This design comes from an exercise in tuning for small area and a short achievable clock period on the open sky130 flow, not from production work.
At most, simulation tests tie the RTL to the original design; equivalence was not proved.
The RTL of runs 1 and 2 was laid out without a check of its function.
Power and IR drop assume default switching activity.

===== flow/design.v =====
`timescale 1ns / 1ps
module gen_register( clk, rst, data_in, data_out, write_en  );
	parameter WORD_SIZE = 32 ;
	input wire clk, rst, write_en;
	input wire [WORD_SIZE-1:0] data_in;
	output reg [WORD_SIZE-1:0] data_out;
always @ (posedge rst or posedge clk ) begin
	if ( rst ) begin
		data_out <= { WORD_SIZE {1'b0} };
	end else begin
		if(write_en)
			data_out <= data_in;
	end
end
endmodule
`timescale 1ns / 1ps
module fp_adder_stage1
	(
		input  wire [31:0] n1,
		input  wire [31:0] n2,
		output wire [7:0]  exp_a,
		output wire [23:0] sig_a,
		output wire [23:0] sig_b_sh,
		output wire        sign_a,
		output wire        sub
	);
	wire [7:0] e1 = n1[30:23];
	wire [7:0] e2 = n2[30:23];
	wire [23:0] m1 = {|e1, n1[22:0]};
	wire [23:0] m2 = {|e2, n2[22:0]};
	wire [8:0] d12 = {1'b0, e1} - {1'b0, e2};
	wire [7:0] d21 = e2 - e1;
	wire       swap = d12[8];              
	wire [7:0] sh = d12[7] ? d21 : d12[7:0];
	wire       big = sh[7] | sh[6] | sh[5] | (sh[4] & sh[3]);    
	assign exp_a  = swap ? e2 : e1;
	assign sig_a  = swap ? m2 : m1;
	assign sign_a = swap ? n2[31] : n1[31];
	assign sub    = n1[31] ^ n2[31];
	wire [23:0] sig_b = swap ? m1 : m2;
	wire [23:0] s0 = sh[4] ? {16'd0, sig_b[23:16]} : sig_b;
	wire [23:0] s1 = sh[3] ? {8'd0, s0[23:8]} : s0;
	wire [23:0] s2 = sh[2] ? {4'd0, s1[23:4]} : s1;
	wire [23:0] s3 = sh[1] ? {2'd0, s2[23:2]} : s2;
	wire [23:0] s4 = sh[0] ? {1'd0, s3[23:1]} : s3;
	assign sig_b_sh = big ? 24'd0 : s4;
endmodule
`timescale 1ns / 1ps
module fp_adder_stage2
	(
		input  wire [23:0] sig_a,
		input  wire [23:0] sig_b_sh,
		input  wire        sign_a,
		input  wire        sub,
		output wire [24:0] mag,
		output wire        sign
	);
	wire [23:0] b = sig_b_sh ^ {24{sub}};
	wire [23:0] g0 = sig_a & b;
	wire [23:0] p0 = sig_a ^ b;
	wire [24*6-1:0] g;
	wire [24*6-1:0] p;
	assign g[23:0] = g0;
	assign p[23:0] = p0;
	genvar k, i;
	generate
		for (k = 0; k < 5; k = k + 1) begin : lvl
			for (i = 0; i < 24; i = i + 1) begin : bt
				if ((i >> k) & 1) begin : node
					localparam integer J = ((i >> k) << k) - 1;
					assign g[24*(k+1)+i] = g[24*k+i] | (p[24*k+i] & g[24*k+J]);
					assign p[24*(k+1)+i] = p[24*k+i] & p[24*k+J];
				end else begin : pass
					assign g[24*(k+1)+i] = g[24*k+i];
					assign p[24*(k+1)+i] = p[24*k+i];
				end
			end
		end
	endgenerate
	wire [23:0] G = g[24*5 +: 24];
	wire [23:0] P = p[24*5 +: 24];
	wire cout  = G[23];
	wire force_ = sub & ~|sig_b_sh & sig_a[23];
	wire cin   = sub & cout & ~force_;
	wire [23:0] c = {G[22:0], 1'b0} | ({P[22:0], 1'b1} & {24{cin}});
	wire [23:0] s = p0 ^ c;
	wire inv = sub & ~cin;
	assign mag  = {~sub & cout, s ^ {24{inv}}};
	assign sign = sign_a ^ (sub & ~cout);
endmodule
`timescale 1ns / 1ps
module fp_adder_stage3
	(
		input  wire [24:0] mag,
		input  wire        sign,
		input  wire [7:0]  exp_a,
		input  wire        live,
		output wire [31:0] result
	);
	wire z16 = ~|mag[24:9];
	wire [24:0] v1 = z16 ? {mag[8:0], 16'd0} : mag;
	wire z8 = ~|v1[24:17];
	wire [24:0] v2 = z8 ? {v1[16:0], 8'd0} : v1;
	wire z4 = ~|v2[24:21];
	wire [24:0] v3 = z4 ? {v2[20:0], 4'd0} : v2;
	wire z2 = ~|v3[24:23];
	wire [24:0] v4 = z2 ? {v3[22:0], 2'd0} : v3;
	wire z1 = ~v4[24];
	wire [24:0] v5 = z1 ? {v4[23:0], 1'd0} : v4;
	wire [7:0] ed = exp_a + 8'd1 - {3'd0, z16, z8, z4, z2, 1'b0};
	wire [7:0] ed1 = ed - 8'd1;
	wire [7:0] exp_r = z1 ? ed1 : ed;
	wire kill = ~v5[24] | ~live;
	assign result = kill ? 32'd0 : {sign, exp_r, v5[23:1]};
endmodule
`timescale 1ns / 1ps
module FP_Adder
	#(
		parameter FP_SIZE = 32,
		parameter FRAC_SIZE = 23,
		parameter EXP_SIZE = 8
	)
	(
		input clk,
		input rst,
		input enable,
		input[FP_SIZE-1:0]  N1,
		input[FP_SIZE-1:0]  N2,
		input wire valid,
		output reg[FP_SIZE-1:0] result
	);
	reg [31:0] r_n1;
	reg [31:0] r_n2;
	reg        r_valid;
	reg        r_en;
	always @(posedge clk) begin
		r_n1    <= N1;
		r_n2    <= N2;
		r_valid <= valid;
	end
	always @(posedge clk or posedge rst) begin
		if (rst) r_en <= 1'b0;
		else     r_en <= enable;
	end
	wire [7:0]  a_exp_d;
	wire [23:0] a_sig_d;
	wire [23:0] a_bsh_d;
	wire        a_sa_d, a_sub_d;
	fp_adder_stage1 stage_1 (
		.n1(r_n1), .n2(r_n2),
		.exp_a(a_exp_d), .sig_a(a_sig_d), .sig_b_sh(a_bsh_d),
		.sign_a(a_sa_d), .sub(a_sub_d));
	reg [7:0]  a_exp;
	reg [23:0] a_sig;
	reg [23:0] a_bsh;
	reg        a_sa, a_sub;
	reg        a_live;
	always @(posedge clk) begin
		if (r_en) begin
			a_exp <= a_exp_d;
			a_sig <= a_sig_d;
			a_bsh <= a_bsh_d;
			a_sa  <= a_sa_d;
			a_sub  <= a_sub_d;
		end
	end
	always @(posedge clk or posedge rst) begin
		if (rst)       a_live <= 1'b0;
		else if (r_en) a_live <= r_valid;
	end
	wire [24:0] b_mag_d;
	wire        b_sign_d;
	fp_adder_stage2 stage_2 (
		.sig_a(a_sig), .sig_b_sh(a_bsh), .sign_a(a_sa), .sub(a_sub),
		.mag(b_mag_d), .sign(b_sign_d));
	reg [24:0] b_mag;
	reg        b_sign;
	reg [7:0]  b_exp;
	reg        b_live;
	always @(posedge clk) begin
		if (r_en) begin
			b_mag  <= b_mag_d;
			b_sign <= b_sign_d;
			b_exp  <= a_exp;
		end
	end
	always @(posedge clk or posedge rst) begin
		if (rst)       b_live <= 1'b0;
		else if (r_en) b_live <= a_live;
	end
	wire [31:0] c_result;
	fp_adder_stage3 stage3 (
		.mag(b_mag), .sign(b_sign), .exp_a(b_exp), .live(b_live),
		.result(c_result));
	always @(posedge clk or posedge rst) begin
		if (rst)       result <= 'd0;
		else if (r_en) result <= c_result;
	end
endmodule

===== flow/flow/run.sh =====
#!/bin/bash
# Own layout flow: the standard synthesis, then ORFS's standard layout steps
# with timing repair aimed below the 16 ns clock (setup margin) and plain
# buffers on the ports.  Each step's full output goes to a log here.
set -uo pipefail
MARGIN=$(cat flow/margin.txt 2>/dev/null || echo 11.8)
bash standard.sh synth > synth.log 2>&1 || { tail -50 synth.log; exit 1; }
export SETUP_SLACK_MARGIN=$MARGIN
export BUFFER_PORTS_ARGS="-buffer_cell sky130_fd_sc_hd__buf_2"
bash standard.sh finish > layout.log 2>&1 || { tail -50 layout.log; exit 1; }
tail -5 layout.log

===== flow/flow/margin.txt =====
11.8

===== flow/standard.sh =====
#!/bin/bash
# synth_recipe.tcl (not shown) runs the flow's synth.tcl, then flattens the netlist and writes it again
# the make line also repeats each setting of config.mk as NAME=value (left out here)
make -C /OpenROAD-flow-scripts/flow DESIGN_CONFIG=/design/flow/config.mk WORK_HOME=/design/flow/orfs CLKGATE_MAP_FILE= SYNTH_SCRIPT=/design/flow/synth_recipe.tcl "${@:-finish}"

===== flow/config.mk =====
export PLATFORM = sky130hd
export DESIGN_NAME = FP_Adder
export DESIGN_NICKNAME = FP_Adder
export VERILOG_FILES = /design/flow/design.v
export SDC_FILE = /design/flow/constraint.sdc
export NUM_CORES = 4
export LEC_CHECK = 0
export CAP_MARGIN = 20
export CORE_MARGIN = 2
export CORE_UTILIZATION = 40
export SLEW_MARGIN = 20

===== flow/constraint.sdc =====
create_clock -name core_clock -period 16.0 [get_ports {clk}]
set_input_delay 3.2000 -clock core_clock [delete_from_list [all_inputs] [get_ports {clk}]]
set_output_delay 3.2000 -clock core_clock [all_outputs]
set_load 0.01 [all_outputs]

==> results of run 1 <==
==> logic make-up (layout without fill, tap and decap cells) <==
kind of cell,count (synthesis),count (layout),share of synthesized area (%)
XOR/XNOR,88,88,6.90
buffers and inverters,100,238,3.77
AND/OR/NAND/NOR,257,259,10.8
multiplexers,121,121,11.6
AO/OA/AOI/OAI,266,267,16.8
adder cells (fa/ha/maj),51,51,5.91
flip-flops,192,192,44.2
==> registers in the layout (all words and copies together), names as in the netlist <==
signal / count
a_sig: 24
a_sa: 1
r_n1: 32
r_en: 1
a_sub: 1
b_live: 1
b_mag: 25
r_valid: 1
b_exp: 8
a_live: 1
result: 32
b_sign: 1
a_bsh: 24
r_n2: 32
a_exp: 8
==> synth_stat cells (all sizes together) (30+ instances only) <==
master	instances
nand2	78
xor2	45
mux2	42
edfxtp	92
a21oi	60
ha	48
inv	43
dfrtp	35
dfxtp	65
buf	32
o21ai	36
mux2i	76
nor2	72
xnor2	43
o2bb2ai	30
==> routing by layer <==
layer	global-route usage, %	up-vias	part of all wire (%)
li1	-	4244	-
met3	2.97	62	4.1
met1	24.5	4061	45
met2	31.4	230	48
met4	7.33	0	3.1
met5	0	-	0
==> power by group through the flow <==
stage               registers, mW  clock network, mW  logic (mW)
floorplan                   0.710                  0       0.599
finish                      0.713              0.430       0.893
global route                0.724              0.458       0.979
global placement            0.730                  0       0.789
CTS                         0.719              0.437       0.819
detailed placement          0.729                  0       0.786
==> final timing paths <==
| check | start | endpoint | slack, ns | cells past startpoint |
|---|---|---|---|---|
| worst max-delay path | result[4]$_DFFE_PP0P_ | result[4] | 11.80 | 1 |
| worst min-delay path | a_exp[5]$_DFFE_PP_ | b_exp[5]$_DFFE_PP_ | 0.42 | 0 |
| worst max register to register | b_mag[7]$_DFFE_PP_ | result[30]$_DFFE_PP0P_ | 11.94 | 19 |
| worst min register to register | a_exp[5]$_DFFE_PP_ | b_exp[5]$_DFFE_PP_ | 0.42 | 0 |
| max in group asynchronous | rst | r_en$_DFF_PP0_ | 12.80 | 3 |
| min in group asynchronous | rst | result[15]$_DFFE_PP0P_ | 2.85 | 3 |
==> cell usage in the layout, fill, tap and decap left out, types with 44 or more instances in the layout <==
| cell | n |
|---|---|
| nor2_1 | 68 |
| xor2_1 | 44 |
| mux2i_1 | 68 |
| buf_2 | 98 |
| edfxtp_1 | 92 |
| nand2_1 | 75 |
| ha_1 | 45 |
| buf_4 | 59 |
| dfxtp_1 | 65 |
| a21oi_1 | 57 |
==> worst register-to-register path: stages, from the launching register on <==
cell and delay (ns):
edfxtp_1 0.56, nor4_4 0.40, and2_1 0.26, o221a_4 0.24, nor2_4 0.07, a221oi_4 0.40
nor2b_4 0.26, nand2b_4 0.07, nand2_2 0.07, ha_4 0.15, inv_1 0.06, fa_2 0.41
inv_2 0.06, a21oi_1 0.05, o21bai_1 0.20, xor2_1 0.21, nor2_1 0.05, and4_1 0.20
xnor2_1 0.13, o2bb2ai_1 0.07
==> timing repair <==
| action | 4_1_cts | 5_1_grt |
|---|---|---|
| resized for setup | 16 | 34 |
| buffers inserted | 25 | 30 |
| endpoints found under the setup margin | 57 | 65 |
| cloned | 2 | 2 |
| pin swaps | 10 | 17 |
==> cell type report <==
class | count | area [sq um] | area share, %
repair buffers | 163 | 1020 | 7.65
flip-flops and latches | 192 | 4940 | 36.9
clock inverters | 15 | 189 | 1.41
multi-input cells | 786 | 6160 | 46.0
clock buffers | 17 | 425 | 3.18
inverters | 43 | 164 | 1.23
well taps | 378 | 473 | 3.54
==> out/results.ini, run 1 <==
[setup_path]
slowest_stage = dfrtp_1
cp-end-kind = output port
path_max_fanout = 2
worstPathRequired_ns = 12.80
crit_type = reg2out
arrival_ns = 1.00
cp-start-kind = register
cp_num_buf_inv = 1
crit_chain = buf_2
critPathMaxStageDelay_ns = 0.41
path_delay_family = flip-flops

[drt]
wl_mm = 27.9
drc_errors = 0
wl_per_cell_um = 17.5
dr.pass1.iters = 5
via_per_inst = 5.39
ant_nets = 0
vias = 8597
drt-initial-drc-count = 514

[global_routing]
grt_use_total_pct = 18.8
grt_pass1_wl_mm = 43.3
grt.overflow.total = 0
antenna_found_initial = 0
grt_pass1_vias = 8081
grt_max_degree = 64

[sta]
tightest_slew_ns = 0.911
relSlewSlack_pct = 39.2
grt_setup_unrepaired = yes
period_needed_ns = 4.20
fin_setup_tns_ns = 0
fmax_mhz = 238
setup_viol = 0
skew_ns = 0.0120
hold_viol = 0
finalCritPeriodShare_pct = 26.2
slew_viol_final = 0
fin_ws_ns = 11.80
worst_hold_slack_ns = 0.420

[yosys]
synth_fp_nets = 1194
synth_seq_area_share_pct = 44.2
synth_area_leaders = edfxtp_1 (25%), dfxtp_1 (12%), dfrtp_1 (7.8%), mux2i_1 (6.8%), ha_1 (5.4%)
syn_area_per_cell_sq_um = 10.4
synthCells = 1075
ys_warn_count = 1
synth_cell_type_count = 73
yosysTopAreaCellShare_pct = 24.7
ys_seq_elements = 192
postSynth.asyncResetShare_pct = 18.2
synth_edf_count = 92
synthFlopType = edfxtp_1
synth_top_area_cell = edfxtp_1
syn-cell-area_sq_um = 11200

[floorplan]
io_pins = 100
die_h_um = 171
dieArea_sq_um = 29300
rows = 61
start_util_pct = 40.5
core_sq_um = 27600
die_w_um = 171

[cts]
clk_pin_slew_ns = 0.08
cts_buffer_depth = 2
root_buffer = clkbuf_16
cts_sinks = 192
holdBufCountCts = 0
insertion_delay_ns = 0.44
htree_levels = 4
cts_buffers = 17
cts_tree = yes

[pwr]
finalPower_mw = 2.04
p_leak_nw = 5.56
p_sw_share_pct = 38.8
irDropWorstVdd_uv = 70.9
powerDensity_nw_per_um2 = 152
combPwrFrac_pct = 43.9
p_int_mw = 1.25
power_switching_uw = 790
pwr-share-seq_pct = 35.0
p_clk_share_pct = 21.1

[layout]
final_nets = 1322
finalNonFillerCells = 1594
fill_cells = 2616
area_growth_pct = 19.7
diodes = 0
finalInstanceArea_sq_um = 13400
fin_util_pct = 48.4
drive_gt1_share_pct = 24.8

[worst_hold_path]
hold_class = reg2reg

[placed_design]
hpwl_mm = 20.3
place_ws_ns = 10.90
io_buffers = 99
placed_cells = 1503
place_congestion = 0.895
placed_area_sq_um = 12100

[job]
cap_violations = 0

[outcome]
status = no timing/DRC/antenna violations

==> run 2, diff against run 1 <==
==> flow/flow/margin.txt (replaced) <==
12.3
==> out/results.ini, run 2 <==
[drt]
drc_errors = 0  ; unchanged
drt-initial-drc-count = 691  ; was 514
dr.pass1.iters = 5  ; unchanged
vias = 8927  ; was 8597
wl_per_cell_um = 18.0  ; was 17.5 um
ant_nets = 0  ; unchanged
wl_mm = 29.5  ; was 27.9 mm
via_per_inst = 5.44  ; was 5.39

[pwr]
power_switching_uw = 824  ; was 790 uW
p_int_mw = 1.33  ; was 1.25 mW
combPwrFrac_pct = 46.6  ; was 43.9%
irDropWorstVdd_uv = 83.4  ; was 70.9 uV
p_sw_share_pct = 38.3  ; was 38.8%
p_leak_nw = 5.85  ; was 5.56 nW
powerDensity_nw_per_um2 = 151  ; was 152 nW/um^2
p_clk_share_pct = 20.1  ; was 21.1%
pwr-share-seq_pct = 33.4  ; was 35.0%

[layout]
drive_gt1_share_pct = 32.1  ; was 24.8%
layout_commonest_cell = buf_2  ; unchanged
finalInstanceArea_sq_um = 14200  ; was 13400 sq um
area_growth_pct = 27.1  ; was 19.7%
fill_cells = 2524  ; was 2616
most-common-layout-cells = buf_2 (99), buf_4 (97), edfxtp_1 (92), nand2_1 (71), nor2_1 (67)  ; was buf_2 (98), edfxtp_1 (92), nand2_1 (75), mux2i_1 (68), nor2_1 (68)
final_nets = 1369  ; was 1322
reg_top3 = r_n1 x32, r_n2 x32, result x32  ; unchanged
diodes = 0  ; unchanged

[floorplan]
start_util_pct = 40.5  ; unchanged
die_h_um = 171  ; unchanged
io_pins = 100  ; unchanged
rows = 61  ; unchanged
dieArea_sq_um = 29300  ; unchanged
die_w_um = 171  ; unchanged
core_sq_um = 27600  ; unchanged

[setup_path]
critPathMaxStageDelay_ns = 0.40  ; was 0.41 ns
crit_type = reg2out  ; unchanged
crit_chain = buf_2  ; unchanged
path_delay_family = flip-flops  ; unchanged
cp-start-kind = register  ; unchanged
arrival_ns = 0.99  ; was 1.00 ns
worstPathRequired_ns = 12.80  ; about the same
path_max_fanout = 2  ; unchanged
cp-end-kind = output port  ; unchanged
slowest_stage = dfrtp_1  ; unchanged
cp_num_buf_inv = 1  ; unchanged

[cts]
insertion_delay_ns = 0.44  ; about the same
cts_sinks = 192  ; unchanged
root_buffer = clkbuf_16  ; unchanged
cts_tree = yes  ; unchanged
cts_buffer_depth = 2  ; unchanged
clk_pin_slew_ns = 0.07  ; was 0.08 ns
cts_buffers = 17  ; unchanged
htree_levels = 4  ; unchanged
holdBufCountCts = 0  ; unchanged

[yosys]
syn-cell-area_sq_um = 11200  ; unchanged
synth_area_leaders = edfxtp_1 (25%), dfxtp_1 (12%), dfrtp_1 (7.8%), mux2i_1 (6.8%), ha_1 (5.4%)  ; unchanged
yosysTopAreaCellShare_pct = 24.7  ; unchanged
synth_cell_type_count = 73  ; unchanged
synth_seq_area_share_pct = 44.2  ; unchanged
postSynth.asyncResetShare_pct = 18.2  ; unchanged
ys_top_cells_by_count = edfxtp_1 (92), nand2_1 (78), mux2i_1 (76), nor2_1 (69), dfxtp_1 (65)  ; unchanged
ys_warn_count = 1  ; unchanged
synth_edf_count = 92  ; unchanged
synth_fp_nets = 1194  ; unchanged
synthFlopType = edfxtp_1  ; unchanged
ys_seq_elements = 192  ; unchanged
synthCells = 1075  ; unchanged
synth_top_area_cell = edfxtp_1  ; unchanged
syn_area_per_cell_sq_um = 10.4  ; unchanged
yosysMostFrequentCell = edfxtp_1  ; unchanged

[job]
cap_violations = 0  ; unchanged

[sta]
period_needed_ns = 4.19  ; was 4.20 ns
finalCritPeriodShare_pct = 26.2  ; about the same
setup_viol = 0  ; unchanged
skew_ns = 0.0106  ; was 0.0120 ns
fmax_mhz = 239  ; was 238 MHz
slew_viol_final = 0  ; unchanged
tightest_slew_ns = 0.922  ; was 0.911 ns
hold_viol = 0  ; unchanged
relSlewSlack_pct = 38.5  ; was 39.2%
grt_setup_unrepaired = yes  ; unchanged
fin_setup_tns_ns = 0  ; unchanged

[worst_hold_path]
hold_class = reg2reg  ; unchanged

[global_routing]
grt_pass1_vias = 8406  ; was 8081
antenna_found_initial = 0  ; unchanged
grt_use_total_pct = 19.9  ; was 18.8%
grt.overflow.total = 0  ; unchanged
grt_pass1_wl_mm = 45.4  ; was 43.3 mm
grt_max_degree = 55  ; was 64

[placed_design]
place_congestion = 0.911  ; was 0.895
placed_area_sq_um = 12100  ; about the same
hpwl_mm = 20.4  ; was 20.3 mm
io_buffers = 99  ; unchanged

[outcome]
status = no timing/DRC/antenna violations  ; unchanged

-- run 2: cell counts after synthesis --
Identical to the previous run, type by type.
-- run 2: logic make-up after synthesis --
kind of cell | share of synthesized area (%)
AOI/OAI and AO/OA | 16.8
xor gates and xnor gates | 6.90
adders and majority gates | 5.91
buffers and inverters | 3.77
DFF | 44.2
muxes | 11.6
and+or+nand+nor | 10.8
-- run 2: metal layers --
layer	routed length [um]	global-route usage [%]	vias up	part of all wire [%]
li1	-	-	4346	-
met2	14500	33.8	309	49
met5	0	0	-	0
met1	12600	24.9	4198	43
met4	1120	9.58	0	3.8
met3	1280	3.15	74	4.3
-- run 2: worst paths after layout --
path | start | end | slack, ns | depth (start not counted)
min in group asynchronous | rst | result[10]$_DFFE_PP0P_ | 2.87 | 2
worst max register to register | b_mag[12]$_DFFE_PP_ | result[29]$_DFFE_PP0P_ | 12.01 | 20
max in group asynchronous | rst | r_en$_DFF_PP0_ | 12.65 | 2
worst max-delay path | result[27]$_DFFE_PP0P_ | result[27] | 11.81 | 1
worst min-delay path | a_exp[5]$_DFFE_PP_ | b_exp[5]$_DFFE_PP_ | 0.42 | 0
worst min register to register | a_exp[5]$_DFFE_PP_ | b_exp[5]$_DFFE_PP_ | 0.42 | 0
-- run 2: cell type report --
cell class | instances | area (sq um) | share of cell area [%]
repair buffers | 208 | 1450 | 10.2
well taps | 378 | 473 | 3.33
clock buffers | 18 | 429 | 3.02
flip-flops and latches | 192 | 4950 | 34.9
multi-input cells | 788 | 6560 | 46.2
clock inverters | 14 | 166 | 1.17
inverters | 43 | 174 | 1.22
-- run 2: timing repair --
action	CTS	global route
gates cloned	8	1
pin swaps	22	22
endpoints found under the hold margin	0	0
setup endpoints to repair	110	80
gates resized for setup	83	58
buffers inserted	62	35
-- run 2: power by group through the flow --
stage | Combinational [mW] | Clock [mW] | Sequential [mW]
global route | 1.08 | 0.460 | 0.729
floorplan | 0.603 | 0 | 0.710
finish | 1.00 | 0.432 | 0.718
CTS | 0.920 | 0.441 | 0.716
global placement | 0.800 | 0 | 0.727
detailed placement | 0.798 | 0 | 0.727
-- run 2: stage by stage --
| step | cells | hold slack [ns] | power (mW) | setup slack (ns) | utilization (%) |
|---|---|---|---|---|---|
| after CTS | 1605 | 0.423 | 2.08 | 11.79 | 49.4 |
| after detailed placement | 1503 | 0.405 | 1.53 | 10.85 | 43.8 |
| after global routing | 1641 | 0.427 | 2.27 | 11.78 | 51.4 |
| after global placement | 1503 | 0.402 | 1.53 | 10.87 | 43.8 |
| final | 1641 | 0.421 | 2.15 | 11.81 | 51.4 |
| after floorplan | 1075 | 0.400 | 1.31 | 11.77 | - |
==> run 3, diff against run 2 <==
--- a/flow/design.v
+++ b/flow/design.v
@@ -94,23 +94,46 @@
 		input  wire [24:0] mag,
 		input  wire        sign,
-		input  wire [7:0]  exp_a,
+		input  wire [7:0]  exp_a1,
 		input  wire        live,
 		output wire [31:0] result
 	);
-	wire z16 = ~|mag[24:9];
-	wire [24:0] v1 = z16 ? {mag[8:0], 16'd0} : mag;
-	wire z8 = ~|v1[24:17];
-	wire [24:0] v2 = z8 ? {v1[16:0], 8'd0} : v1;
-	wire z4 = ~|v2[24:21];
-	wire [24:0] v3 = z4 ? {v2[20:0], 4'd0} : v2;
-	wire z2 = ~|v3[24:23];
-	wire [24:0] v4 = z2 ? {v3[22:0], 2'd0} : v3;
-	wire z1 = ~v4[24];
-	wire [24:0] v5 = z1 ? {v4[23:0], 1'd0} : v4;
-	wire [7:0] ed = exp_a + 8'd1 - {3'd0, z16, z8, z4, z2, 1'b0};
-	wire [7:0] ed1 = ed - 8'd1;
-	wire [7:0] exp_r = z1 ? ed1 : ed;
-	wire kill = ~v5[24] | ~live;
-	assign result = kill ? 32'd0 : {sign, exp_r, v5[23:1]};
+	wire [31:0] x = {mag, 7'd0};
+	wire [15:0] v0;
+	wire [15:0] c0;
+	wire [7:0]  v1;
+	wire [15:0] c1;
+	wire [3:0]  v2;
+	wire [11:0] c2;
+	wire [1:0]  v3;
+	wire [7:0]  c3;
+	genvar j;
+	generate
+		for (j = 0; j < 16; j = j + 1) begin : l0
+			assign v0[j] = x[2*j+1] | x[2*j];
+			assign c0[j] = ~x[2*j+1];
+		end
+		for (j = 0; j < 8; j = j + 1) begin : l1
+			assign v1[j] = v0[2*j+1] | v0[2*j];
+			assign c1[2*j +: 2] = v0[2*j+1] ? {1'b0, c0[2*j+1]} : {1'b1, c0[2*j]};
+		end
+		for (j = 0; j < 4; j = j + 1) begin : l2
+			assign v2[j] = v1[2*j+1] | v1[2*j];
+			assign c2[3*j +: 3] = v1[2*j+1] ? {1'b0, c1[2*(2*j+1) +: 2]} : {1'b1, c1[2*(2*j) +: 2]};
+		end
+		for (j = 0; j < 2; j = j + 1) begin : l3
+			assign v3[j] = v2[2*j+1] | v2[2*j];
+			assign c3[4*j +: 4] = v2[2*j+1] ? {1'b0, c2[3*(2*j+1) +: 3]} : {1'b1, c2[3*(2*j) +: 3]};
+		end
+	endgenerate
+	wire       nz = v3[1] | v3[0];
+	wire [4:0] lz = v3[1] ? {1'b0, c3[7:4]} : {1'b1, c3[3:0]};
+	wire [24:0] n1 = lz[4] ? {mag[8:0], 16'd0} : mag;
+	wire [24:0] n2 = lz[3] ? {n1[16:0], 8'd0} : n1;
+	wire [24:0] n3 = lz[2] ? {n2[20:0], 4'd0} : n2;
+	wire [24:0] n4 = lz[1] ? {n3[22:0], 2'd0} : n3;
+	wire [24:0] n5 = lz[0] ? {n4[23:0], 1'd0} : n4;
+	wire [7:0] exp_r = exp_a1 - {3'd0, lz};
+	wire kill = ~nz | ~live;
+	assign result = kill ? 32'd0 : {sign, exp_r, n5[23:1]};
 endmodule
 `timescale 1ns / 1ps
@@ -176,5 +199,5 @@
 	reg [24:0] b_mag;
 	reg        b_sign;
-	reg [7:0]  b_exp;
+	reg [7:0]  b_exp;       
 	reg        b_live;
 	always @(posedge clk) begin
@@ -182,5 +205,5 @@
 			b_mag  <= b_mag_d;
 			b_sign <= b_sign_d;
-			b_exp  <= a_exp;
+			b_exp  <= a_exp + 8'd1;
 		end
 	end
@@ -191,5 +214,5 @@
 	wire [31:0] c_result;
 	fp_adder_stage3 stage3 (
-		.mag(b_mag), .sign(b_sign), .exp_a(b_exp), .live(b_live),
+		.mag(b_mag), .sign(b_sign), .exp_a1(b_exp), .live(b_live),
 		.result(c_result));
 	always @(posedge clk or posedge rst) begin
==> flow/flow/margin.txt (replaced) <==
12.0
==> out/results.ini, run 3 <==
[sta]
setup_viol = 0  ; unchanged
hold_viol = 0  ; unchanged
relSlewSlack_pct = 48.0  ; was 38.5%
fin_setup_tns_ns = 0  ; unchanged
fmax_mhz = 237  ; was 239 MHz
period_needed_ns = 4.22  ; was 4.19 ns
slew_viol_final = 0  ; unchanged
finalCritPeriodShare_pct = 26.4  ; was 26.2%
grt_setup_unrepaired = yes  ; unchanged
tightest_slew_ns = 0.779  ; was 0.922 ns
skew_ns = 0.0145  ; was 0.0106 ns

[layout]
reg_top3 = r_n1 x32, r_n2 x32, result x32  ; unchanged
diodes = 0  ; unchanged
fin_util_pct = 48.7  ; was 51.4%
layout_commonest_cell = nand2_1  ; was buf_2
drive_gt1_share_pct = 20.4  ; was 32.1%
area_growth_pct = 18.9  ; was 27.1%
seq_area_sq_um = 4960  ; was 4950 sq um
multi_input_area_sq_um = 5910  ; was 6560 sq um
final_nets = 1375  ; was 1369
fill_cells = 2521  ; was 2524
most-common-layout-cells = nand2_1 (153), buf_2 (97), edfxtp_1 (92), inv_1 (70)  ; was buf_2 (99), buf_4 (97), edfxtp_1 (92), nand2_1 (71), nor2_1 (67)

[setup_path]
path_delay_family = flip-flops  ; unchanged
worstPathRequired_ns = 12.80  ; about the same
r2r_setup_slack_ns = 12.00  ; was 12.01 ns
cp-start-kind = register  ; unchanged
cp_num_buf_inv = 1  ; unchanged
crit_type = reg2out  ; unchanged
crit_chain = buf_2  ; unchanged
critical_path_depth = 1  ; unchanged
cp-end-kind = output port  ; unchanged
slowest_stage = dfrtp_1  ; unchanged
arrival_ns = 1.02  ; was 0.99 ns
r2r_cells = 12  ; was 20
critPathMaxStageDelay_ns = 0.42  ; was 0.40 ns
path_max_fanout = 2  ; unchanged

[placed_design]
hpwl_mm = 19.5  ; was 20.4 mm
place_congestion = 0.896  ; was 0.911
io_buffers = 99  ; unchanged

[job]
cap_violations = 0  ; unchanged

[drt]
wl_mm = 27.0  ; was 29.5 mm
drt-initial-drc-count = 607  ; was 691
dr.pass1.iters = 5  ; unchanged
via_per_inst = 5.31  ; was 5.44
wl_per_cell_um = 16.4  ; was 18.0 um
ant_nets = 0  ; unchanged
vias = 8729  ; was 8927
drc_errors = 0  ; unchanged

[worst_hold_path]
holdPathStages = 1  ; was 0
hold_class = reg2reg  ; unchanged

[global_routing]
grt_max_degree = 70  ; was 55
grt.overflow.total = 0  ; unchanged
antenna_found_initial = 0  ; unchanged
grt_pass1_vias = 8020  ; was 8406
grt_pass1_wl_mm = 42.0  ; was 45.4 mm
grt_use_total_pct = 18.4  ; was 19.9%

[yosys]
synthSimpleGateAreaFrac_pct = 13.2  ; was 10.8%
synth_area_leaders = edfxtp_1 (25%), dfxtp_1 (12%), dfrtp_1 (7.9%), mux2i_1 (6.0%), nand2_1 (5.3%)  ; was edfxtp_1 (25%), dfxtp_1 (12%), dfrtp_1 (7.8%), mux2i_1 (6.8%), ha_1 (5.4%)
yosys-mux-area-fraction_pct = 7.77  ; was 11.6%
synth_edf_count = 92  ; unchanged
synthFlopType = edfxtp_1  ; unchanged
synth_cell_type_count = 73  ; unchanged
synth_top_family_by_area = compound AO/OA/AOI/OAI gates  ; unchanged
postSynth.asyncResetShare_pct = 18.2  ; unchanged
ys_top_cells_by_count = nand2_1 (156), edfxtp_1 (92), inv_1 (72), mux2i_1 (67), dfxtp_1 (65)  ; was edfxtp_1 (92), nand2_1 (78), mux2i_1 (76), nor2_1 (69), dfxtp_1 (65)
yosysTopAreaCellShare_pct = 24.9  ; was 24.7%
synth_top_area_cell = edfxtp_1  ; unchanged
syn-cell-area_sq_um = 11100  ; was 11200 sq um
ys_warn_count = 1  ; unchanged
syn_area_per_cell_sq_um = 9.63  ; was 10.4 sq um
synthCells = 1153  ; was 1075
synth_xor_area_share_pct = 6.79  ; was 6.90%
synth_compound_area_share_pct = 17.1  ; was 16.8%
synth_seq_area_share_pct = 44.5  ; was 44.2%
synthAdderAreaFrac_pct = 5.61  ; was 5.91%
yosysMostFrequentCell = nand2_1  ; was edfxtp_1
ys_seq_elements = 192  ; unchanged
synth_fp_nets = 1269  ; was 1194

[floorplan]
io_pins = 100  ; unchanged
core_sq_um = 27100  ; was 27600 sq um
rows = 60  ; was 61
start_util_pct = 41.0  ; was 40.5%
dieArea_sq_um = 29100  ; was 29300 sq um
die_h_um = 171  ; about the same
die_w_um = 171  ; about the same

[pwr]
powerDensity_nw_per_um2 = 154  ; was 151 nW/um^2
p_leak_nw = 5.58  ; was 5.85 nW
irDropWorstVdd_uv = 60.3  ; was 83.4 uV

[cts]
holdBufCountCts = 0  ; unchanged
insertion_delay_ns = 0.45  ; was 0.44 ns
cts_tree = yes  ; unchanged
cts_buffers = 17  ; unchanged
clk_pin_slew_ns = 0.08  ; was 0.07 ns
htree_levels = 4  ; unchanged
root_buffer = clkbuf_16  ; unchanged
cts_sinks = 192  ; unchanged
cts_buffer_depth = 2  ; unchanged

[outcome]
status = no timing/DRC/antenna violations  ; unchanged

## run 3: power by group
part	internal (mW)	switching, mW
registers	0.634	0.105
logic	0.400	0.464
clock network	0.220	0.213
## run 3: final timing paths
check | startpoint | endpoint
min in group asynchronous | rst | result[5]$_DFFE_PP0P_
setup reg to reg | r_n1[24]$_DFF_P_ | a_bsh[6]$_SDFFCE_PP0P_
hold reg to reg | r_valid$_DFF_P_ | a_live$_DFFE_PP0P_
setup / recovery | result[2]$_DFFE_PP0P_ | result[2]
max in group asynchronous | rst | r_en$_DFF_PP0_
hold / removal | r_valid$_DFF_P_ | a_live$_DFFE_PP0P_
## run 3: layout make-up
class / instances / area share (%)
inverters: 73 / 2.11
multi-input cells: 822 / 44.8
clock inverters: 14 / 1.19
well taps: 372 / 3.53
clock buffers: 18 / 3.41
flip-flops and latches: 192 / 37.6
repair buffers: 153 / 7.42
## run 3: per-layer routing
| layer | up-vias | GRT usage (%) | share of wire (%) |
|---|---|---|---|
| li1 | 4344 | - | - |
| met1 | 4037 | 24.3 | 45 |
| met2 | 282 | 30.3 | 47 |
| met3 | 66 | 2.96 | 4.9 |
| met4 | 0 | 7.13 | 3.2 |
| met5 | - | 0 | 0 |
## run 3: what timing repair did
item                       4_1_cts  5_1_grt
gates cloned                     0        2
buffers inserted                 7       35
setup endpoints to repair      102       69
pin swaps                        0       11
resized for setup               29       40
## run 3: kinds of logic after synthesis
kind of cell / Yosys count
and+or+nand+nor: 326
AOI/OAI and AO/OA: 277
DFF: 192
buffers and inverters: 140
xor gates and xnor gates: 86
muxes: 84
adders and majority gates: 48
## run 3: stage by stage
step	worst slack, ns	total power, mW	instances	hold slack (ns)	area (sq um)
floorplan	12.02	1.30	1153	0.439	11100
global placement	11.22	1.51	1568	0.448	11900
detailed placement	11.24	1.52	1568	0.453	11900
CTS	11.77	1.97	1607	0.473	12700
global route	11.77	2.16	1644	0.498	13200
finish	11.78	2.03	1644	0.473	13200
==> run 4, diff against run 3 <==
==> flow/flow/run.sh (replaced) <==
#!/bin/bash
# Own layout flow: the standard synthesis, then ORFS's standard layout steps
# with timing repair aimed below the 16 ns clock (setup margin), plain
# buffers on the ports, and resizing free to change cell footprints.  Each
# step's full output goes to a log file here.
set -uo pipefail
MARGIN=$(cat flow/margin.txt 2>/dev/null || echo 11.8)
bash standard.sh synth > synth.log 2>&1 || { tail -50 synth.log; exit 1; }
export SETUP_SLACK_MARGIN=$MARGIN
export BUFFER_PORTS_ARGS="-buffer_cell sky130_fd_sc_hd__buf_2"
export MATCH_CELL_FOOTPRINT=0
bash standard.sh finish > layout.log 2>&1 || { tail -50 layout.log; exit 1; }
tail -5 layout.log
==> flow/flow/margin.txt (replaced) <==
11.95
--- a/flow/config.mk
+++ b/flow/config.mk
@@ -8,4 +8,4 @@
 export CAP_MARGIN = 20
 export CORE_MARGIN = 2
-export CORE_UTILIZATION = 40
+export CORE_UTILIZATION = 65
 export SLEW_MARGIN = 20
==> out/results.ini, run 4 <==
[sta]
tightest_slew_ns = 1.05  ; was 0.779 ns
finalCritPeriodShare_pct = 26.3  ; was 26.4%
skew_ns = 0.0123  ; was 0.0145 ns
relSlewSlack_pct = 29.8  ; was 48.0%
slew_viol_final = 0  ; unchanged
hold_viol = 0  ; unchanged
setup_viol = 0  ; unchanged
period_needed_ns = 4.21  ; was 4.22 ns
fmax_mhz = 238  ; was 237 MHz
grt_setup_unrepaired = yes  ; unchanged
fin_ws_ns = 11.79  ; was 11.78 ns
worst_hold_slack_ns = 0.490  ; was 0.473 ns
fin_setup_tns_ns = 0  ; unchanged

[pwr]
combPwrFrac_pct = 42.6  ; was 42.4%
p_sw_share_pct = 39.0  ; was 38.4%
p_int_mw = 1.24  ; was 1.25 mW
powerDensity_nw_per_um2 = 159  ; was 154 nW/um^2
finalPower_mw = 2.03  ; about the same
pwr-share-seq_pct = 36.4  ; was 36.3%
irDropWorstVdd_uv = 98.3  ; was 60.3 uV
power_switching_uw = 793  ; was 782 uW
p_clk_share_pct = 21.0  ; was 21.3%
p_leak_nw = 5.48  ; was 5.58 nW

[cts]
cts_sinks = 192  ; unchanged
insertion_delay_ns = 0.44  ; was 0.45 ns
root_buffer = clkbuf_16  ; unchanged
cts_buffer_depth = 2  ; unchanged
cts_tree = yes  ; unchanged
holdBufCountCts = 0  ; unchanged
htree_levels = 4  ; unchanged
clk_pin_slew_ns = 0.08  ; about the same
cts_buffers = 17  ; unchanged

[yosys]
yosysMostFrequentCell = nand2_1  ; unchanged
yosysTopAreaCellShare_pct = 24.9  ; unchanged
syn_area_per_cell_sq_um = 9.63  ; unchanged
ys_warn_count = 1  ; unchanged
synth_fp_nets = 1269  ; unchanged
ys_seq_elements = 192  ; unchanged
synth_top_area_cell = edfxtp_1  ; unchanged
syn-cell-area_sq_um = 11100  ; unchanged
synthCells = 1153  ; unchanged
postSynth.asyncResetShare_pct = 18.2  ; unchanged
synth_edf_count = 92  ; unchanged
synth_area_leaders = edfxtp_1 (25%), dfxtp_1 (12%), dfrtp_1 (7.9%), mux2i_1 (6.0%), nand2_1 (5.3%)  ; unchanged
synth_seq_area_share_pct = 44.5  ; unchanged
synthFlopType = edfxtp_1  ; unchanged
ys_top_cells_by_count = nand2_1 (156), edfxtp_1 (92), inv_1 (72), mux2i_1 (67), dfxtp_1 (65)  ; unchanged
synth_cell_type_count = 73  ; unchanged

[drt]
dr.pass1.iters = 5  ; unchanged
drt-initial-drc-count = 782  ; was 607
wl_per_cell_um = 18.7  ; was 16.4 um
drc_errors = 0  ; unchanged
ant_nets = 0  ; unchanged
via_per_inst = 6.06  ; was 5.31
wl_mm = 27.7  ; was 27.0 mm
vias = 8956  ; was 8729

[setup_path]
reg2reg_to = a_bsh[6]$_SDFFCE_PP0P_  ; unchanged
crit_type = reg2out  ; unchanged
r2r_cells = 13  ; was 12
critical_path_depth = 1  ; unchanged
r2r_setup_slack_ns = 12.04  ; was 12.00 ns
path_delay_family = flip-flops  ; unchanged
crit_chain = buf_2  ; unchanged
cp_num_buf_inv = 1  ; unchanged
worstPathRequired_ns = 12.80  ; about the same
cp-end-kind = output port  ; unchanged
critPathMaxStageDelay_ns = 0.42  ; about the same
arrival_ns = 1.01  ; was 1.02 ns
path_max_fanout = 2  ; unchanged
cp-start-kind = register  ; unchanged
slowest_stage = dfrtp_1  ; unchanged
reg2reg_from = r_n1[24]$_DFF_P_  ; unchanged

[global_routing]
antenna_found_initial = 0  ; unchanged
grt_pass1_vias = 8398  ; was 8020
grt_pass1_wl_mm = 42.8  ; was 42.0 mm
grt_use_total_pct = 30.2  ; was 18.4%
grt_max_degree = 90  ; was 70
grt.overflow.total = 0  ; unchanged

[worst_hold_path]
holdPathStages = 1  ; unchanged
hold_class = reg2reg  ; unchanged
hold_path_startpoint = r_valid$_DFF_P_  ; unchanged
hold-path-endpoint = a_live$_DFFE_PP0P_  ; unchanged

[layout]
layout_commonest_cell = nand2_1  ; unchanged
drive_gt1_share_pct = 19.1  ; was 20.4%
most-common-layout-cells = nand2_1 (154), buf_2 (98), edfxtp_1 (92), inv_1 (71), dfxtp_1 (64)  ; was nand2_1 (153), buf_2 (97), edfxtp_1 (92), inv_1 (70)
fin_util_pct = 77.0  ; was 48.7%
area_growth_pct = 15.4  ; was 18.9%
diodes = 0  ; unchanged
final_nets = 1360  ; was 1375
reg_top3 = r_n1 x32, r_n2 x32, result x32  ; unchanged

[floorplan]
io_pins = 100  ; unchanged
core_sq_um = 16600  ; was 27100 sq um
start_util_pct = 66.7  ; was 41.0%
dieArea_sq_um = 18100  ; was 29100 sq um
rows = 47  ; was 60
die_h_um = 135  ; was 171 um
die_w_um = 135  ; was 171 um

[placed_design]
place_congestion = 0.963  ; was 0.896
io_buffers = 99  ; unchanged
hpwl_mm = 19.5  ; about the same
place_ws_ns = 11.41  ; was 11.24 ns

[outcome]
status = no timing/DRC/antenna violations  ; unchanged

[job]
cap_violations = 0  ; unchanged

==> run 4: cell counts after synthesis <==
Identical to the previous run, type by type.
==> run 4: final cells by class <==
class	instances	area, sq um
inverters	73	278
well taps	220	275
flip-flops and latches	192	4950
clock buffers	17	425
repair buffers	139	847
fillers	1116	3830
multi-input cells	821	5870
clock inverters	15	168
==> run 4: worst max path at each step <==
stage | to | from | slack (ns)
after floorplan | a_live$_DFFE_PP0P_ | rst | 12.02
after global placement | result[30]$_DFFE_PP0P_ | b_mag[23]$_DFFE_PP_ | 11.50
after detailed placement | result[30]$_DFFE_PP0P_ | b_mag[23]$_DFFE_PP_ | 11.41
after CTS | result[27] | result[27]$_DFFE_PP0P_ | 11.80
after global routing | result[29] | result[29]$_DFFE_PP0P_ | 11.79
final | result[24] | result[24]$_DFFE_PP0P_ | 11.79
==> run 4: power by group through the flow <==
stage	clock network, mW	registers (mW)	logic, mW
finish	0.427	0.739	0.867
global route	0.447	0.748	0.939
CTS	0.431	0.731	0.802
detailed placement	0	0.738	0.782
global placement	0	0.737	0.771
floorplan	0	0.708	0.596
==> run 4: layer usage <==
metal	vias to the layer above	GRT usage [%]	wire [um]
li1	4313	-	-
met1	4160	40.1	11500
met2	423	51.4	13600
met3	60	4.05	1800
met4	0	9.77	708
met5	-	0	0
==> run 4: kinds of logic (layout without fill, tap and decap cells) <==
logic type,Yosys count,in the layout,synth area share [%]
XOR/XNOR,86,86,6.79
buffers and inverters,140,244,5.06
AND/OR/NAND/NOR,326,326,13.2
multiplexers,84,84,7.77
flip-flops,192,192,44.5
AO/OA/AOI/OAI,277,277,17.1
adder cells (fa/ha/maj),48,48,5.61
==> run 4: per-stage QoR <==
step,cell area [sq um],std cells
final,12800,1477
after global placement,11700,1415
after global routing,12800,1477
after floorplan,11100,1153
after detailed placement,11700,1415
after CTS,12400,1453
==> run 4: worst register-to-register path, delay by kind of cell (launching register included) <==
| family | cells | cell delay, ns |
|---|---|---|
| buf+inv | 2 | 0.25 |
| simple gates | 3 | 0.68 |
| flops | 1 | 0.39 |
| mux | 1 | 0.24 |
| fa+ha+maj | 1 | 0.30 |
| compound gates | 6 | 1.88 |
==> run 4: repair_timing <==
| item | 4_1_cts | 5_1_grt |
|---|---|---|
| gates cloned | 0 | 1 |
| endpoints found under the setup margin | 77 | 58 |
| buffers inserted | 6 | 23 |
| pin swaps | 0 | 6 |
| gates resized for setup | 20 | 36 |
==> run 5, diff against run 4 <==
--- a/flow/config.mk
+++ b/flow/config.mk
@@ -8,4 +8,4 @@
 export CAP_MARGIN = 20
 export CORE_MARGIN = 2
-export CORE_UTILIZATION = 65
+export CORE_UTILIZATION = 40
 export SLEW_MARGIN = 20
==> out/results.ini, run 5 <==
[pwr]
finalPower_mw = 2.03  ; about the same
p_leak_nw = 5.53  ; was 5.48 nW
p_int_mw = 1.25  ; was 1.24 mW
p_clk_share_pct = 21.4  ; was 21.0%
pwr-share-seq_pct = 36.3  ; was 36.4%
p_sw_share_pct = 38.3  ; was 39.0%
power_switching_uw = 777  ; was 793 uW
powerDensity_nw_per_um2 = 155  ; was 159 nW/um^2
irDropWorstVdd_uv = 60.5  ; was 98.3 uV
combPwrFrac_pct = 42.3  ; was 42.6%

[floorplan]
die_h_um = 171  ; was 135 um
core_sq_um = 27100  ; was 16600 sq um
io_pins = 100  ; unchanged
dieArea_sq_um = 29100  ; was 18100 sq um
start_util_pct = 41.0  ; was 66.7%
die_w_um = 171  ; was 135 um
rows = 60  ; was 47

[setup_path]
cp_num_buf_inv = 1  ; unchanged
worstPathRequired_ns = 12.80  ; about the same
startpoint = result[2]$_DFFE_PP0P_  ; was result[24]$_DFFE_PP0P_
path_max_fanout = 2  ; unchanged
arrival_ns = 1.01  ; about the same
reg2reg_from = r_n1[23]$_DFF_P_  ; was r_n1[24]$_DFF_P_
critPathMaxStageDelay_ns = 0.42  ; about the same
slowest_stage = dfrtp_1  ; unchanged
cp-start-kind = register  ; unchanged
cp-end-kind = output port  ; unchanged
crit_chain = buf_2  ; unchanged
path_delay_family = flip-flops  ; unchanged
crit_type = reg2out  ; unchanged

[yosys]
synth_top_area_cell = edfxtp_1  ; unchanged
yosysMostFrequentCell = nand2_1  ; unchanged
ys_seq_elements = 192  ; unchanged
postSynth.asyncResetShare_pct = 18.2  ; unchanged
ys_top_cells_by_count = nand2_1 (156), edfxtp_1 (92), inv_1 (72), mux2i_1 (67), dfxtp_1 (65)  ; unchanged
synthCells = 1153  ; unchanged
synth_seq_area_share_pct = 44.5  ; unchanged
ys_warn_count = 1  ; unchanged
synth_edf_count = 92  ; unchanged
synthFlopType = edfxtp_1  ; unchanged
synth_area_leaders = edfxtp_1 (25%), dfxtp_1 (12%), dfrtp_1 (7.9%), mux2i_1 (6.0%), nand2_1 (5.3%)  ; unchanged
syn_area_per_cell_sq_um = 9.63  ; unchanged
yosysTopAreaCellShare_pct = 24.9  ; unchanged
syn-cell-area_sq_um = 11100  ; unchanged
synth_fp_nets = 1269  ; unchanged
synth_cell_type_count = 73  ; unchanged

[sta]
skew_ns = 0.0147  ; was 0.0123 ns
finalCritPeriodShare_pct = 26.3  ; about the same
relSlewSlack_pct = 48.2  ; was 29.8%
setup_viol = 0  ; unchanged
slew_viol_final = 0  ; unchanged
fmax_mhz = 237  ; was 238 MHz
grt_setup_unrepaired = yes  ; unchanged
hold_viol = 0  ; unchanged
period_needed_ns = 4.21  ; about the same
worst_hold_slack_ns = 0.473  ; was 0.490 ns
tightest_slew_ns = 0.777  ; was 1.05 ns
fin_setup_tns_ns = 0  ; unchanged

[global_routing]
grt_max_degree = 70  ; was 90
grt_pass1_vias = 7982  ; was 8398
grt.overflow.total = 0  ; unchanged
grt_pass1_wl_mm = 41.8  ; was 42.8 mm
grt_use_total_pct = 18.4  ; was 30.2%
antenna_found_initial = 0  ; unchanged

[placed_design]
hpwl_mm = 19.5  ; about the same
io_buffers = 99  ; unchanged
place_congestion = 0.896  ; was 0.963

[layout]
fin_util_pct = 48.3  ; was 77.0%
most-common-layout-cells = nand2_1 (153), buf_2 (96), edfxtp_1 (92), inv_1 (70)  ; was nand2_1 (154), buf_2 (98), edfxtp_1 (92), inv_1 (71), dfxtp_1 (64)
reg_top3 = r_n1 x32, r_n2 x32, result x32  ; unchanged
layout_commonest_cell = nand2_1  ; unchanged
drive_gt1_share_pct = 19.6  ; was 19.1%
seq_area_sq_um = 4950  ; about the same
diodes = 0  ; unchanged
area_growth_pct = 17.9  ; was 15.4%
multi_input_area_sq_um = 5860  ; was 5870 sq um
fill_cells = 2544  ; was 1116
final_nets = 1366  ; was 1360

[cts]
htree_levels = 4  ; unchanged
cts_buffer_depth = 2  ; unchanged
cts_tree = yes  ; unchanged
root_buffer = clkbuf_16  ; unchanged
cts_buffers = 17  ; unchanged
cts_sinks = 192  ; unchanged
insertion_delay_ns = 0.45  ; was 0.44 ns
clk_pin_slew_ns = 0.08  ; about the same
holdBufCountCts = 0  ; unchanged

[drt]
drc_errors = 0  ; unchanged
dr.pass1.iters = 5  ; unchanged
wl_mm = 26.6  ; was 27.7 mm
ant_nets = 0  ; unchanged
via_per_inst = 5.24  ; was 6.06
drt-initial-drc-count = 544  ; was 782
vias = 8566  ; was 8956
wl_per_cell_um = 16.3  ; was 18.7 um

[worst_hold_path]
hold_path_startpoint = r_valid$_DFF_P_  ; unchanged
hold_class = reg2reg  ; unchanged

[outcome]
status = no timing/DRC/antenna violations  ; unchanged

[job]
cap_violations = 0  ; unchanged

-- run 5: area by class of cell --
cell class | instances | share of cell area [%]
flip-flops and latches | 192 | 37.8
clock buffers | 18 | 3.44
clock inverters | 14 | 1.20
inverters | 73 | 2.12
well taps | 372 | 3.56
repair buffers | 145 | 7.11
multi-input cells | 821 | 44.7
-- run 5: through the flow --
stage	std cells	cell area [sq um]	setup WS, ns
6_report	1635	13100	11.79
5_1_grt	1635	13100	11.77
4_1_cts	1607	12700	11.77
3_5_place_dp	1568	11900	11.24
3_3_place_gp	1568	11900	11.22
2_1_floorplan	1153	11100	12.02
-- run 5: final timing paths --
path                            slack, ns                     end  cells past startpoint
worst min register to register       0.47      a_live$_DFFE_PP0P_                      1
worst min-delay path                 0.47      a_live$_DFFE_PP0P_                      1
worst max register to register      12.07  a_bsh[0]$_SDFFCE_PP0P_                     15
worst max-delay path                11.79               result[2]                      1
max in group asynchronous           12.83          r_en$_DFF_PP0_                      3
min in group asynchronous            2.83   result[5]$_DFFE_PP0P_                      3
-- run 5: timing repair --
item                                    in CTS  in global routing
cloned                                       0                  2
buffers inserted                             7                 26
gates resized for setup                     24                 34
pin swaps                                    0                  9
endpoints found under the setup margin     101                 60
-- run 5: logic make-up (layout without fill, tap and decap cells) --
logic type	after synthesis	count (layout)	share of synthesized area, %
AND/OR/NAND/NOR	326	326	13.2
AO/OA/AOI/OAI	277	277	17.1
buffers and inverters	140	250	5.06
adder cells (fa/ha/maj)	48	48	5.61
multiplexers	84	84	7.77
flip-flops	192	192	44.5
XOR/XNOR	86	86	6.79
-- run 5: power groups by stage --
| stage | Sequential [mW] | Combinational, mW | Clock, mW |
|---|---|---|---|
| floorplan | 0.708 | 0.596 | 0 |
| global placement | 0.745 | 0.763 | 0 |
| detailed placement | 0.744 | 0.771 | 0 |
| CTS | 0.735 | 0.795 | 0.441 |
| global route | 0.748 | 0.945 | 0.459 |
| finish | 0.736 | 0.858 | 0.433 |
-- run 5: per-layer routing --
metal / track usage (%) / part of all wire (%)
met3: 2.96 / 3.7
met2: 30.2 / 47
met4: 7.13 / 2.9
met5: 0 / 0
met1: 24.3 / 46
==> run 6, diff against run 5 <==
==> flow/flow/run.sh (replaced) <==
#!/bin/bash
# Own layout flow: the standard synthesis (standard.sh synth, unchanged),
# then ORFS's standard layout steps with
#  - timing repair aimed below the 16 ns clock (setup margin in margin.txt),
#  - resizing free to change cell footprints (drive strengths),
#  - plain buffers (not delay cells) on the ports.
# Each step's full output goes to a log file in this folder.
set -uo pipefail
MARGIN=$(cat flow/margin.txt 2>/dev/null || echo 11.8)
bash standard.sh synth > synth.log 2>&1 || { tail -50 synth.log; exit 1; }
bash standard.sh SETUP_SLACK_MARGIN=$MARGIN MATCH_CELL_FOOTPRINT=0 \
  "BUFFER_PORTS_ARGS=-buffer_cell sky130_fd_sc_hd__buf_2" finish > layout.log 2>&1 \
  || { tail -50 layout.log; exit 1; }
tail -5 layout.log
==> flow/flow/margin.txt (replaced) <==
11.9
--- a/flow/config.mk
+++ b/flow/config.mk
@@ -9,3 +9,5 @@
 export CORE_MARGIN = 2
 export CORE_UTILIZATION = 40
+export CTS_CLUSTER_DIAMETER = 150
+export CTS_CLUSTER_SIZE = 50
 export SLEW_MARGIN = 20
==> out/results.ini, run 6 <==
[outcome]
status = no timing/DRC/antenna violations  ; unchanged

[pwr]
p_leak_nw = 5.44  ; was 5.53 nW
powerDensity_nw_per_um2 = 155  ; about the same
irDropWorstVdd_uv = 65.5  ; was 60.5 uV

[yosys]
ys_top_cells_by_count = nand2_1 (156), edfxtp_1 (92), inv_1 (72), mux2i_1 (67), dfxtp_1 (65)  ; unchanged
yosys-mux-area-fraction_pct = 7.77  ; unchanged
synth_top_area_cell = edfxtp_1  ; unchanged
ys_seq_elements = 192  ; unchanged
synthFlopType = edfxtp_1  ; unchanged
synth_area_leaders = edfxtp_1 (25%), dfxtp_1 (12%), dfrtp_1 (7.9%), mux2i_1 (6.0%), nand2_1 (5.3%)  ; unchanged
ys_warn_count = 1  ; unchanged
synth_compound_area_share_pct = 17.1  ; unchanged
synth_edf_count = 92  ; unchanged
synth_seq_area_share_pct = 44.5  ; unchanged
synthAdderAreaFrac_pct = 5.61  ; unchanged
synth_fp_nets = 1269  ; unchanged
syn-cell-area_sq_um = 11100  ; unchanged
synth_cell_type_count = 73  ; unchanged
synthCells = 1153  ; unchanged
yosysTopAreaCellShare_pct = 24.9  ; unchanged
synthSimpleGateAreaFrac_pct = 13.2  ; unchanged
syn_area_per_cell_sq_um = 9.63  ; unchanged
synth_xor_area_share_pct = 6.79  ; unchanged
synth_top_family_by_area = compound AO/OA/AOI/OAI gates  ; unchanged
yosysMostFrequentCell = nand2_1  ; unchanged
postSynth.asyncResetShare_pct = 18.2  ; unchanged

[cts]
cts_buffers = 17  ; unchanged
cts_sinks = 192  ; unchanged
clk_pin_slew_ns = 0.08  ; about the same
cts_tree = yes  ; unchanged
root_buffer = clkbuf_16  ; unchanged
holdBufCountCts = 0  ; unchanged
htree_levels = 4  ; unchanged
insertion_delay_ns = 0.47  ; was 0.45 ns
cts_buffer_depth = 2  ; unchanged

[sta]
grt_setup_unrepaired = yes  ; unchanged
period_needed_ns = 4.26  ; was 4.21 ns
setup_viol = 0  ; unchanged
finalCritPeriodShare_pct = 26.6  ; was 26.3%
slew_viol_final = 0  ; unchanged
skew_ns = 0.0286  ; was 0.0147 ns
hold_viol = 0  ; unchanged
fin_setup_tns_ns = 0  ; unchanged
relSlewSlack_pct = 48.3  ; was 48.2%
fmax_mhz = 235  ; was 237 MHz
fin_ws_ns = 11.74  ; was 11.79 ns
tightest_slew_ns = 0.775  ; was 0.777 ns

[global_routing]
grt.overflow.total = 0  ; unchanged
grt_pass1_vias = 8014  ; was 7982
grt_pass1_wl_mm = 42.0  ; was 41.8 mm
grt_use_total_pct = 18.3  ; was 18.4%
grt_max_degree = 70  ; unchanged
antenna_found_initial = 0  ; unchanged

[drt]
via_per_inst = 5.20  ; was 5.24
drt-initial-drc-count = 557  ; was 544
ant_nets = 0  ; unchanged
drc_errors = 0  ; unchanged
vias = 8419  ; was 8566
wl_per_cell_um = 16.1  ; was 16.3 um
wl_mm = 26.1  ; was 26.6 mm
dr.pass1.iters = 6  ; was 5

[setup_path]
path_delay_family = flip-flops  ; unchanged
critical_path_depth = 1  ; unchanged
path_max_fanout = 2  ; unchanged
startpoint = result[2]$_DFFE_PP0P_  ; unchanged
critPathMaxStageDelay_ns = 0.44  ; was 0.42 ns
arrival_ns = 1.06  ; was 1.01 ns
reg2reg_from = r_n1[27]$_DFF_P_  ; was r_n1[23]$_DFF_P_
reg2reg_to = a_bsh[3]$_SDFFCE_PP0P_  ; was a_bsh[0]$_SDFFCE_PP0P_
crit_type = reg2out  ; unchanged
crit_chain = buf_2  ; unchanged
cp_num_buf_inv = 1  ; unchanged
cp-start-kind = register  ; unchanged
crit_end = result[2]  ; unchanged
r2r_cells = 13  ; was 15
worstPathRequired_ns = 12.80  ; about the same
slowest_stage = dfrtp_1  ; unchanged
r2r_setup_slack_ns = 12.11  ; was 12.07 ns
cp-end-kind = output port  ; unchanged

[layout]
reg_top3 = r_n1 x32, r_n2 x32, result x32  ; unchanged
drive_gt1_share_pct = 18.0  ; was 19.6%
area_growth_pct = 16.2  ; was 17.9%
diodes = 0  ; unchanged
final_nets = 1350  ; was 1366
most-common-layout-cells = nand2_1 (153), buf_2 (97), edfxtp_1 (92), inv_1 (71)  ; was nand2_1 (153), buf_2 (96), edfxtp_1 (92), inv_1 (70)
layout_commonest_cell = nand2_1  ; unchanged
fill_cells = 2574  ; was 2544
fin_util_pct = 47.6  ; was 48.3%

[job]
cap_violations = 0  ; unchanged

[placed_design]
hpwl_mm = 19.4  ; was 19.5 mm
io_buffers = 99  ; unchanged
place_ws_ns = 11.16  ; was 11.24 ns
place_congestion = 0.898  ; was 0.896

[floorplan]
core_sq_um = 27100  ; unchanged
rows = 60  ; unchanged
start_util_pct = 41.0  ; unchanged
io_pins = 100  ; unchanged
dieArea_sq_um = 29100  ; unchanged
die_h_um = 171  ; unchanged
die_w_um = 171  ; unchanged

[worst_hold_path]
hold_class = reg2reg  ; unchanged

[run 6: worst min-delay path by stage]
stage,end,slack (ns),cells past startpoint,from
2_1_floorplan,a_live$_DFFE_PP0P_,0.44,1,r_valid$_DFF_P_
3_3_place_gp,a_live$_DFFE_PP0P_,0.45,1,r_valid$_DFF_P_
3_5_place_dp,a_live$_DFFE_PP0P_,0.45,1,r_valid$_DFF_P_
4_1_cts,a_live$_DFFE_PP0P_,0.47,1,r_valid$_DFF_P_
5_1_grt,a_live$_DFFE_PP0P_,0.49,1,r_valid$_DFF_P_
6_report,a_live$_DFFE_PP0P_,0.47,1,r_valid$_DFF_P_
[run 6: power breakdown]
group / total [mW] / internal, mW / switching, mW
registers: 0.736 / 0.633 / 0.102
logic: 0.814 / 0.367 / 0.447
clock network: 0.454 / 0.227 / 0.227
total: 2.00 / 1.23 / 0.776
[run 6: through the flow]
step	hold WS, ns	total power, mW	instance area [sq um]	std cells
global route	0.494	2.13	12900	1619
global placement	0.450	1.51	11900	1568
CTS	0.473	1.98	12700	1605
floorplan	0.439	1.30	11100	1153
finish	0.467	2.00	12900	1619
detailed placement	0.453	1.51	11900	1568
[run 6: cells by family (layout without fill, tap and decap cells)]
family | after synthesis | count (layout)
compound gates | 277 | 277
flops | 192 | 192
mux | 84 | 84
buf+inv | 140 | 234
xor+xnor | 86 | 86
fa+ha+maj | 48 | 48
simple gates | 326 | 326
[run 6: worst reg2reg max path, delay by kind of cell (launching register included)]
kind | cells | cell delay [ns]
xor gates and xnor gates | 1 | 0.24
DFF | 1 | 0.39
AOI/OAI and AO/OA | 6 | 1.75
muxes | 3 | 0.63
adders and majority gates | 1 | 0.35
buffers and inverters | 2 | 0.27
[run 6: timing repair]
action,CTS,global route
resized for setup,19,25
setup buffers,5,14
endpoints found under the setup margin,98,79
pin swaps,0,4
[run 6: layout make-up]
type,count,area (sq um),area share [%]
Multi-Input combinational cell,821,5810,45.0
Clock buffer,18,450,3.49
Tap cell,372,465,3.61
Clock inverter,14,198,1.53
Inverter,73,278,2.15
Sequential cell,192,4950,38.3
Timing Repair Buffer,129,757,5.87
[run 6: metal layers]
layer  up-vias  share of wire (%)  GRT usage (%)
li1       4294                  -              -
met1      3868                 46           24.4
met2       214                 48           30.4
met3        43                4.0           2.85
met4         0                2.2           6.39
met5         -                  0              0
==> run 7, diff against run 6 <==
--- a/flow/config.mk
+++ b/flow/config.mk
@@ -6,8 +6,7 @@
 export NUM_CORES = 4
 export LEC_CHECK = 0
+export ABC_AREA = 1
 export CAP_MARGIN = 20
 export CORE_MARGIN = 2
-export CORE_UTILIZATION = 40
-export CTS_CLUSTER_DIAMETER = 150
-export CTS_CLUSTER_SIZE = 50
+export CORE_UTILIZATION = 65
 export SLEW_MARGIN = 20
==> out/results.ini, run 7 <==
[outcome]
status = no timing/DRC/antenna violations  ; unchanged

[setup_path]
cp-end-kind = output port  ; unchanged
critPathMaxStageDelay_ns = 0.41  ; was 0.44 ns
path_delay_family = flip-flops  ; unchanged
crit_chain = buf_2  ; unchanged
cp-start-kind = register  ; unchanged
cp_num_buf_inv = 1  ; unchanged
path_max_fanout = 2  ; unchanged
crit_type = reg2out  ; unchanged

[cts]
clk_pin_slew_ns = 0.07  ; was 0.08 ns
htree_levels = 4  ; unchanged
cts_sinks = 192  ; unchanged
root_buffer = clkbuf_16  ; unchanged

[yosys]
synth_edf_count = 92  ; unchanged
synth_top_family_by_area = simple AND/OR/NAND/NOR gates  ; was compound AO/OA/AOI/OAI gates
ys_warn_count = 1  ; unchanged
synth_top_area_cell = edfxtp_1  ; unchanged
synthAdderAreaFrac_pct = 5.15  ; was 5.61%
yosysTopAreaCellShare_pct = 22.8  ; was 24.9%
synthSimpleGateAreaFrac_pct = 34.0  ; was 13.2%
ys_seq_elements = 192  ; unchanged
synthFlopType = edfxtp_1  ; unchanged
ys_top_cells_by_count = nand2_1 (469), nand3_1 (292), inv_1 (142), edfxtp_1 (92), nor2_1 (74)  ; was nand2_1 (156), edfxtp_1 (92), inv_1 (72), mux2i_1 (67), dfxtp_1 (65)
synthCells = 1588  ; was 1153
synth_seq_area_share_pct = 40.8  ; was 44.5%

[drt]
wl_per_cell_um = 15.5  ; was 16.1 um
drt-initial-drc-count = 1250  ; was 557
drc_errors = 0  ; unchanged
dr.pass1.iters = 5  ; was 6

[layout]
final_nets = 1778  ; was 1350
layout_commonest_cell = nand2_1  ; unchanged
most-common-layout-cells = nand2_1 (468), nand3_1 (292), inv_1 (142), buf_2 (93), edfxtp_1 (92)  ; was nand2_1 (153), buf_2 (97), edfxtp_1 (92), inv_1 (71)

[pwr]
p_sw_share_pct = 41.2  ; was 38.7%
pwr-share-seq_pct = 36.0  ; was 36.7%
combPwrFrac_pct = 42.0  ; was 40.6%

[job]
cap_violations = 0  ; unchanged

[sta]
fmax_mhz = 239  ; was 235 MHz
finalCritPeriodShare_pct = 26.2  ; was 26.6%
skew_ns = 0.0169  ; was 0.0286 ns
relSlewSlack_pct = 30.3  ; was 48.3%
setup_viol = 0  ; unchanged
hold_viol = 0  ; unchanged
slew_viol_final = 0  ; unchanged

[global_routing]
grt.overflow.total = 0  ; unchanged
grt_use_total_pct = 29.8  ; was 18.3%

[floorplan]
core_sq_um = 18100  ; was 27100 sq um
start_util_pct = 66.7  ; was 41.0%
die_w_um = 140  ; was 171 um
die_h_um = 140  ; was 171 um

-- run 7: changes by cell type in the layout (fill, tap and decap cells not counted), sizes merged, moves of 13 or more --
cell   before  now
nand2     156  495
nand3      20  307
inv        81  157
mux2i      67    0
xnor2      51    7
o22ai      45    2
o21ai      48   79
a21o       28    4
mux2       17    0
nor2       63   80
nor2b      13    0
-- run 7: worst reg2reg max path, stage by stage, from the launching register on --
cell	delay, ns
dfxtp_1	0.42
inv_1	0.07
ha_1	0.19
inv_1	0.14
fa_1	0.27
nand3_1	0.13
nand2_1	0.14
nand3_2	0.28
nand2_2	0.40
buf_6	0.38
nand2_1	0.11
o21ai_1	0.20
inv_1	0.08
nand2_1	0.10
nand3_2	0.07
nand3_1	0.11
nand3_1	0.15
nand3_1	0.17
nand2_1	0.06
-- run 7: final cells by class --
class | instances | area share, %
multi-input cells | 1179 | 46.6
inverters | 151 | 4.32
clock inverters | 11 | 0.747
flip-flops and latches | 192 | 37.3
repair buffers | 121 | 5.30
clock buffers | 21 | 3.56
well taps | 229 | 2.16
-- run 7: stage by stage --
| stage | cells | hold WS [ns] | instance area [sq um] | worst slack [ns] |
|---|---|---|---|---|
| finish | 1904 | 0.425 | 13200 | 11.81 |
| global route | 1904 | 0.449 | 13200 | 11.80 |
| CTS | 1892 | 0.420 | 13100 | 11.83 |
| detailed placement | 1855 | 0.417 | 12500 | 12.29 |
| global placement | 1855 | 0.414 | 12500 | 12.31 |
| floorplan | 1588 | 0.409 | 12100 | 12.02 |
-- run 7: path summary, 6_finish.rpt --
path / startpoint / to / slack [ns] / cells past startpoint
min in group asynchronous: rst / result[31]$_DFFE_PP0P_ / 2.87 / 3
max reg2reg: r_n1[23]$_DFF_P_ / a_bsh[2]$_SDFFCE_PP0P_ / 12.31 / 18
min reg2reg: r_valid$_DFF_P_ / a_live$_DFFE_PP0P_ / 0.43 / 2
max: result[5]$_DFFE_PP0P_ / result[5] / 11.81 / 1
max in group asynchronous: rst / r_en$_DFF_PP0_ / 12.77 / 3
min: r_valid$_DFF_P_ / a_live$_DFFE_PP0P_ / 0.43 / 2
-- run 7: cells by family (layout without fill, tap and decap cells) --
kind of cell / after synthesis / count (layout)
and+or+nand+nor: 913 / 913
DFF: 192 / 192
AOI/OAI and AO/OA: 173 / 173
adders and majority gates: 48 / 48
xor gates and xnor gates: 45 / 45
buffers and inverters: 217 / 304
-- run 7: layer usage --
metal | up-vias | wire, um | global-route usage, %
met3 | 70 | 1900 | 4.51
met4 | 0 | 790 | 9.37
li1 | 5427 | - | -
met5 | - | 0 | 0
met1 | 4895 | 12500 | 40.4
met2 | 437 | 14200 | 49.7
-- run 7: repair_timing --
action,CTS,global route
setup buffers,5,12
resized for setup,1,6
endpoints found under the setup margin,32,35
hold buffers,0,0
-- run 7: power by group through the flow --
stage               clock network [mW]  registers (mW)  logic [mW]
floorplan                            0           0.671       0.593
global route                     0.435           0.681       0.881
CTS                              0.414           0.672       0.755
detailed placement                   0           0.683       0.745
finish                           0.411           0.674       0.786
global placement                     0           0.681       0.735

what the ideal ports hide:
No port has a modelled driver above. Below, the same layouts with a new extraction and two added sets of constraints. Step 1: set_driving_cell puts a clkbuf_16 on clk and a buf_2 on each other input, an assumption about the parent block. Step 2 times the ports against the registers' clock, not the clock port: input delays grow and output delays shrink by t, the midpoint of the rising clock arrivals with the driver on. a / b / c = no drivers / after step 1 / after step 2; a / b = the first two.
run	t, ns	setup WS [ns]
run 1	0.483	11.804 / 11.752 / 11.939
run 2	0.490	11.812 / 11.761 / 12.006
run 3	0.493	11.778 / 11.730 / 12.004
run 4	0.483	11.790 / 11.745 / 12.036
run 5	0.495	11.787 / 11.739 / 12.070
run 6	0.500	11.739 / 11.691 / 12.113
run 7	0.474	11.814 / 11.767 / 12.240
After both steps every run listed still meets setup and hold.
